Source: an optimization exercise on an open RTL-to-GDS flow (aim: small area). Production flows keep margins and buffers that such runs may drop.
Function was checked by simulation only, so behaviour that the tests miss may differ from the original.
The clock input has no modelled driver; a real chip could not lean on it and would need a root buffer or a full tree.
Power and IR drop assume default switching activity.

## ds1302_all_time_rw
module ds1302_all_time_rw #(
    parameter sys_clk_freq = 50_000_000,
    parameter ds1302_clk_speed = 200_000
)
(
    input wire sclk,
    input wire nrst,
    input wire set_trig,
    input wire get_trig,
    input wire[63:0] bcd_time_set,
    output reg[63:0] bcd_time_get,
    output wire ds1302_ce,
    output wire ds1302_sclk,
    output wire ds1302_io_out,
    output wire ds1302_io_oe,
    input wire ds1302_io_in
);
Size in the first run: ~280 cells after synthesis, ~82 flip-flops, ~140 I/O pins, ~3500 um^2 of cells after synthesis.
clock: 10.0 ns
lec_check: 0
cap_margin: 20
core_margin: 2
core_utilization: 50
slew_margin: 20
buffer_ports_args: -buffer_cell sky130_fd_sc_hd__buf_1
cts_args: -sink_clustering_enable -repair_clock_nets -dont_use_dummy_load -buf_list sky130_fd_sc_hd__clkbuf_8
post_cts_tcl: /design/flow/flow/clock.tcl
standard.sh (not shown) runs the stock make flow with config.mk's settings and CLKGATE_MAP_FILE= SYNTH_SCRIPT=/design/flow/synth_recipe.tcl, a recipe that flattens the netlist after the stock synthesis.
==> flow/flow/run.sh <==
#!/bin/bash
# Standard ORFS layout with these changes:
#  - synthesis maps the logic with ABC's area-oriented mapper, keeping the
#    smallest of a few ABC scripts (flow/synth.tcl, flow/abc/);
#  - every input and output port gets the smallest buffer;
#  - CTS inserts no dummy loads, and after CTS the clock tree is rebuilt as one
#    root buffer driving four leaf buffers, each driving the flip-flops of one
#    quarter of the die (flow/clock.tcl).
set -euo pipefail
cd "$(dirname "$0")/.."
W=$PWD
cat >> config.mk <<EOC
export BUFFER_PORTS_ARGS = -buffer_cell sky130_fd_sc_hd__buf_1
export CTS_ARGS = -sink_clustering_enable -repair_clock_nets -dont_use_dummy_load -buf_list sky130_fd_sc_hd__clkbuf_8
export POST_CTS_TCL = $W/flow/clock.tcl
EOC
export CLOCK_ROOT_BUF=sky130_fd_sc_hd__clkbuf_2
export CLOCK_LEAF_BUF=sky130_fd_sc_hd__buf_12
export CLOCK_LEAVES=4
export CLOCK_PORT=sclk
export AREA_ABC_DIR=$W/flow/abc
export FLOW_SYNTH_TCL=$W/synth_recipe.tcl
sed "s|SYNTH_SCRIPT=[^ ]*|SYNTH_SCRIPT=$W/flow/synth.tcl|" standard.sh > own_standard.sh
grep -q "SYNTH_SCRIPT=$W/flow/synth.tcl" own_standard.sh
bash own_standard.sh > own_standard.log 2>&1
==> flow/flow/clock.tcl <==
set block [ord::get_db_block]
set db [ord::get_db]
set port_net [$block findNet $::env(CLOCK_PORT)]
set nleaves $::env(CLOCK_LEAVES)

namespace eval ::clkfix {
  variable old_bufs {}
  variable old_nets {}
  variable sinks {}
}

# the clock buffers CTS inserted, and the clock pins they drive
proc ::clkfix::walk {net} {
  variable old_bufs
  variable old_nets
  variable sinks
  foreach it [$net getITerms] {
    if { [$it getIoType] ne "INPUT" } { continue }
    set inst [$it getInst]
    set m [[$inst getMaster] getName]
    if { [string match "sky130_fd_sc_hd__clkbuf_*" $m] } {
      lappend old_bufs $inst
      set onet [[$inst findITerm X] getNet]
      if { $onet ne "NULL" } {
        lappend old_nets $onet
        ::clkfix::walk $onet
      }
    } else {
      lappend sinks $it
    }
  }
}

proc ::clkfix::center {it} {
  set b [[$it getInst] getBBox]
  return [list [expr {([$b xMin] + [$b xMax]) / 2}] [expr {([$b yMin] + [$b yMax]) / 2}]]
}

proc ::clkfix::split_by {items axis} {
  set keyed {}
  foreach it $items { lappend keyed [list [lindex [::clkfix::center $it] $axis] $it] }
  set keyed [lsort -integer -index 0 $keyed]
  set half [expr {[llength $keyed] / 2}]
  set a {}
  set b {}
  set i 0
  foreach k $keyed {
    if { $i < $half } { lappend a [lindex $k 1] } else { lappend b [lindex $k 1] }
    incr i
  }
  return [list $a $b]
}

# a new buffer or inverter cell, its input on net in, its output on net out
proc ::clkfix::add_cell {block master name in out} {
  set inst [odb::dbInst_create $block $master $name]
  foreach m [$master getMTerms] {
    set sig [$m getSigType]
    if { $sig eq "POWER" || $sig eq "GROUND" } { continue }
    if { [$m getIoType] eq "OUTPUT" } {
      [$inst findITerm [$m getName]] connect $out
    } else {
      [$inst findITerm [$m getName]] connect $in
    }
  }
  return $inst
}

::clkfix::walk $port_net
set sinks $::clkfix::sinks
puts "clock.tcl: [llength $::clkfix::old_bufs] CTS buffers, [llength $sinks] clock sinks"

set groups [list $sinks]
set axis 0
while { [llength $groups] < $nleaves } {
  set next {}
  foreach grp $groups {
    foreach h [::clkfix::split_by $grp $axis] { lappend next $h }
  }
  set groups $next
  set axis [expr {1 - $axis}]
}

foreach inst $::clkfix::old_bufs { odb::dbInst_destroy $inst }
foreach n $::clkfix::old_nets { odb::dbNet_destroy $n }

set port $::env(CLOCK_PORT)
set leaf_in $port_net
if { $::env(CLOCK_ROOT_BUF) ne "" } {
  set leaf_in [odb::dbNet_create $block clknet_root_$port]
  $leaf_in setSigType CLOCK
  set root [::clkfix::add_cell $block [$db findMaster $::env(CLOCK_ROOT_BUF)] \
    clkbuf_root_$port $port_net $leaf_in]
}

set leaf_master [$db findMaster $::env(CLOCK_LEAF_BUF)]
set rx 0
set ry 0
set k 0
foreach grp $groups {
  set net [odb::dbNet_create $block clknet_leaf_${k}_$port]
  $net setSigType CLOCK
  set buf [::clkfix::add_cell $block $leaf_master clkbuf_leaf_${k}_$port $leaf_in $net]
  set sx 0
  set sy 0
  foreach it $grp {
    $it disconnect
    $it connect $net
    lassign [::clkfix::center $it] x y
    set sx [expr {$sx + $x}]
    set sy [expr {$sy + $y}]
  }
  set n [llength $grp]
  set bx [expr {$sx / $n}]
  set by [expr {$sy / $n}]
  $buf setLocation $bx $by
  $buf setPlacementStatus PLACED
  set rx [expr {$rx + $bx}]
  set ry [expr {$ry + $by}]
  puts "clock.tcl: leaf $k drives $n sinks"
  incr k
}
if { $::env(CLOCK_ROOT_BUF) ne "" } {
  $root setLocation [expr {$rx / $k}] [expr {$ry / $k}]
  $root setPlacementStatus PLACED
}

detailed_placement
check_placement -verbose
estimate_parasitics -placement
set worst 0
foreach it $sinks {
  set pin [get_pins [[$it getInst] getName]/[[$it getMTerm] getName]]
  foreach s [get_property $pin slew_max] {
    if { $s > $worst } { set worst $s }
  }
}
puts "clock.tcl: worst clock pin slew (placement estimate) $worst"
Other scripts of this flow, unchanged in this note and not shown: flow/flow/abc/amap.abc, flow/flow/abc/amap_long.abc, flow/flow/abc/amap_mux.abc, flow/flow/abc/amap_twice.abc, flow/flow/abc/resyn_amap.abc, flow/flow/abc/synch_amap.abc, flow/flow/synth.tcl
The starting point finished clean.
Change:
CAP_MARGIN = 10   (was 20)
CORE_UTILIZATION = 60   (was 50)
SLEW_MARGIN = 10   (was 20)
What happened: The changed run finished with timing, DRC and antenna clean. Worst setup slack gets better by 0.017 ns. Via count went up by 2.6%. Total power hardly moves. Worst hold slack gets better by 0.012 ns. Routed wire length went up by 5.2%. Final area went down by 0.68%. Critical path depth is unchanged. Die area went down by 16%. Combinational power went down by about 4%. Utilization went up by 13 points. Clock power hardly moves.
Change:
CAP_MARGIN = 20   (was 10)
CORE_UTILIZATION = 70   (was 60)
SLEW_MARGIN = 20   (was 10)
Total power increases by 0.41%; sequential power is about the same; register-to-register slack gains 0.14 ns.
Change:
CORE_UTILIZATION = 60   (was 70)
Result: The new run completed with no timing, DRC or antenna violations. Routed wire length goes down by 11%. Synthesized cell count stays the same. Worst hold slack is about the same. Power barely changes. Clock power is about the same. Register-to-register slack degrades by 0.19 ns.
Change:
--- a/flow/flow/run.sh
+++ b/flow/flow/run.sh
@@ -16,5 +16,5 @@
 EOC
-export CLOCK_ROOT_BUF=sky130_fd_sc_hd__clkbuf_2
-export CLOCK_LEAF_BUF=sky130_fd_sc_hd__buf_12
-export CLOCK_LEAVES=4
+export CLOCK_ROOT_BUF=sky130_fd_sc_hd__clkbuf_4
+export CLOCK_LEAF_BUF=sky130_fd_sc_hd__buf_4
+export CLOCK_LEAVES=8
 export CLOCK_PORT=sclk
The changed run produced a clean layout.
Core utilization fell by 0.75 points.
Design area decreases slightly.
Final cell count grows slightly.
Routed wire length falls slightly.
Register-to-register slack is better by 0.10 ns.
Via count stays flat.
Global-route usage is about the same.
In every run of this note, the design's own scripts or RTL, not TritonCTS, make the clock network.

* * *

Setup of old:
Another version of the RTL of ds1302_all_time_rw (not shown whole).
Size: roughly 350 cells after synthesis, about 82 flip-flops, about 140 I/O pins, ~4100 µm² of cells after synthesis.
clock: 10.0 ns
lec_check: 0
cap_margin: 20
core_margin: 2
core_utilization: 70
slew_margin: 20
run.sh (not shown) runs the stock make flow with config.mk's settings and CLKGATE_MAP_FILE= SYNTH_SCRIPT=/design/flow/synth_recipe.tcl, a recipe that flattens the netlist after the stock synthesis.
Stock flow here: none of the scripts above is used.
Stage in which a tool error killed old: global placement (3_3_place_gp).
Relative to old, the following input files were edited for new:
- putting BUFFER_PORTS_ARGS at -buffer_cell sky130_fd_sc_hd__buf_1 where nothing was set
- swapping 70 for 40 in CORE_UTILIZATION
==> flow/flow/run.sh (new file) <==
#!/bin/bash
# Standard ORFS layout, with the smallest buffer on every input and output port.
set -euo pipefail
cd "$(dirname "$0")/.."
echo 'export BUFFER_PORTS_ARGS = -buffer_cell sky130_fd_sc_hd__buf_1' >> config.mk
bash standard.sh > standard_flow.log 2>&1
==> flow/standard.sh (new file) <==
#!/bin/bash
# synth_recipe.tcl (not shown) runs the flow's synth.tcl, then flattens the netlist and writes it again
# the make line also repeats each setting of config.mk as NAME=value (left out here)
make -C /OpenROAD-flow-scripts/flow DESIGN_CONFIG=/design/flow/config.mk WORK_HOME=/design/flow/orfs CLKGATE_MAP_FILE= SYNTH_SCRIPT=/design/flow/synth_recipe.tcl "${@:-finish}"
removed: flow/run.sh
==> comparison <==
new completed end to end with timing, DRC and antenna clean.
Compared with old, in new quantity of I/O buffers inserted on ports held steady; floorplan die height grew by 31%; sequential share of the synthesized area held steady.
[new vs old] starting density of the core: lower in new

* * *

## the reference run
RTL: one of the versions met above, not the one the previous note started from.
Size in the first run: roughly 280 cells after synthesis, about 82 flip-flops, about 140 I/O pins, ~3500 sq um of cells after synthesis.
export LEC_CHECK = 0
export CAP_MARGIN = 20
export CORE_MARGIN = 2
export CORE_UTILIZATION = 60
export SLEW_MARGIN = 20
export BUFFER_PORTS_ARGS = -buffer_cell sky130_fd_sc_hd__buf_1
export CTS_ARGS = -sink_clustering_enable -repair_clock_nets -dont_use_dummy_load -buf_list sky130_fd_sc_hd__clkbuf_8
export POST_CTS_TCL = /design/flow/flow/clock.tcl
create_clock -name core_clock -period 10.0 [get_ports {sclk}]
standard.sh (not shown) runs the stock make flow with config.mk's settings and CLKGATE_MAP_FILE= SYNTH_SCRIPT=/design/flow/synth_recipe.tcl, a recipe that flattens the netlist after the stock synthesis.
==> flow/flow/run.sh <==
#!/bin/bash
# Standard ORFS layout with these changes:
#  - synthesis maps the logic with ABC's area-oriented mapper, keeping the
#    smallest of a few ABC scripts (flow/synth.tcl, flow/abc/);
#  - every input and output port gets the smallest buffer;
#  - CTS inserts no dummy loads, and after CTS the clock tree is rebuilt as one
#    root buffer driving four leaf buffers, each driving the flip-flops of one
#    quarter of the die (flow/clock.tcl).
set -euo pipefail
cd "$(dirname "$0")/.."
W=$PWD
cat >> config.mk <<EOC
export BUFFER_PORTS_ARGS = -buffer_cell sky130_fd_sc_hd__buf_1
export CTS_ARGS = -sink_clustering_enable -repair_clock_nets -dont_use_dummy_load -buf_list sky130_fd_sc_hd__clkbuf_8
export POST_CTS_TCL = $W/flow/clock.tcl
EOC
export CLOCK_ROOT_BUF=sky130_fd_sc_hd__clkbuf_2
export CLOCK_LEAF_BUF=sky130_fd_sc_hd__buf_8
export CLOCK_LEAVES=4
export CLOCK_PORT=sclk
export AREA_ABC_DIR=$W/flow/abc
export FLOW_SYNTH_TCL=$W/synth_recipe.tcl
sed "s|SYNTH_SCRIPT=[^ ]*|SYNTH_SCRIPT=$W/flow/synth.tcl|" standard.sh > own_standard.sh
grep -q "SYNTH_SCRIPT=$W/flow/synth.tcl" own_standard.sh
bash own_standard.sh > own_standard.log 2>&1
Scripts as last shown in full above: flow/flow/clock.tcl
Other scripts of this flow, unchanged in this note and not shown: flow/flow/abc/amap.abc, flow/flow/abc/amap_long.abc, flow/flow/abc/amap_mux.abc, flow/flow/abc/amap_twice.abc, flow/flow/abc/resyn_amap.abc, flow/flow/abc/synch_amap.abc, flow/flow/synth.tcl
Having completed the whole flow, the reference run delivered a layout that passed the timing, design-rule and antenna checks.
Input changes introduced in the trial run (baseline for comparison: the reference run):
# the reference run
export LEC_CHECK = 0
export CAP_MARGIN = 20
export CORE_MARGIN = 2
export CORE_UTILIZATION = 60
export SLEW_MARGIN = 20
export BUFFER_PORTS_ARGS = -buffer_cell sky130_fd_sc_hd__buf_1
export CTS_ARGS = -sink_clustering_enable -repair_clock_nets -dont_use_dummy_load -buf_list sky130_fd_sc_hd__clkbuf_8
export POST_CTS_TCL = /design/flow/flow/clock.tcl
create_clock -name core_clock -period 10.0 [get_ports {sclk}]
# the trial run
export LEC_CHECK = 0
export CAP_MARGIN = 20
export CORE_MARGIN = 2
export CORE_UTILIZATION = 60
export GPL_TIMING_DRIVEN = 0
export SLEW_MARGIN = 20
export BUFFER_PORTS_ARGS = -buffer_cell sky130_fd_sc_hd__buf_1
export CTS_ARGS = -sink_clustering_enable -repair_clock_nets -dont_use_dummy_load -buf_list sky130_fd_sc_hd__clkbuf_8
export POST_CTS_TCL = /design/flow/flow/clock.tcl
create_clock -name core_clock -period 10.0 [get_ports {sclk}]
diff --git a/flow/flow/run.sh b/flow/flow/run.sh
--- a/flow/flow/run.sh
+++ b/flow/flow/run.sh
@@ -17,3 +17,3 @@
 export CLOCK_ROOT_BUF=sky130_fd_sc_hd__clkbuf_2
-export CLOCK_LEAF_BUF=sky130_fd_sc_hd__buf_8
+export CLOCK_LEAF_BUF=sky130_fd_sc_hd__buf_12
 export CLOCK_LEAVES=4
==> comparison <==
- Cmp the trial run vs the reference run: utilization after layout higher in the trial run
- Between the reference run and the trial run, the cell count went up.
- Higher worst hold slack after final layout goes to the trial run over the reference run.
- Taking the reference run as the reference, in the trial run growth of design area from synthesis to finish has increased; total non-filler cell area in the finished layout has increased.
- The trial run has register share of the cell area below what the reference run had.
- The higher aggregate global-route resource usage came out of the reference run.
- The total power divided by cell area of the trial run exceeds that of the reference run by about 1.2%.
- Compared with the reference run, the trial run shows a lower final worst-path setup slack.
In every run of this note, the design's own scripts or RTL, not TritonCTS, make the clock network.

==> what the ideal ports hide <==
No port has a modelled driver above. Below, the same layouts with a new extraction and two added sets of constraints.
Step 1 sets driving cells, clkbuf_16 on the clock port and buf_2 on the other inputs (assumed; they add their load-dependent delay and slew).
Step 2, shift: input delay + t, output delay - t, t = (earliest + latest rising clock arrival at the registers) / 2. This alone moves slack from input paths to output paths.
a / b / c = no drivers / after step 1 / after step 2; a / b = the first two.
run	t (ns)	slack for setup (ns)	clock arrival spread, ns	worst register clock-pin slew, ns	pins driven straight from the clock port
the first run of note 1	0.485	4.639 / 4.611 / 4.702	0.006 / 0.006	0.08 / 0.08	1
the second run of note 1	0.484	4.656 / 4.631 / 4.717	0.008 / 0.009	0.09 / 0.09	1
the third run of note 1	0.477	4.580 / 4.556 / 4.675	0.007 / 0.007	0.09 / 0.09	1
the fourth run of note 1	0.485	4.680 / 4.655 / 4.719	0.009 / 0.009	0.09 / 0.09	1
the fifth run of note 1	0.400	4.741 / 4.716 / 4.725	0.023 / 0.023	0.11 / 0.11	1
new	0.379	4.322 / 4.302 / 4.302	0.010 / 0.010	0.09 / 0.09	1
the reference run	0.465	4.661 / 4.636 / 4.725	0.016 / 0.015	0.12 / 0.12	1
the trial run	0.480	4.395 / 4.369 / 4.597	0.006 / 0.006	0.08 / 0.08	1
After both steps every run listed still meets setup and hold. The setup slack of new, which loses most, moves by -0.020 ns with the drivers and by -0.020 ns with both steps.
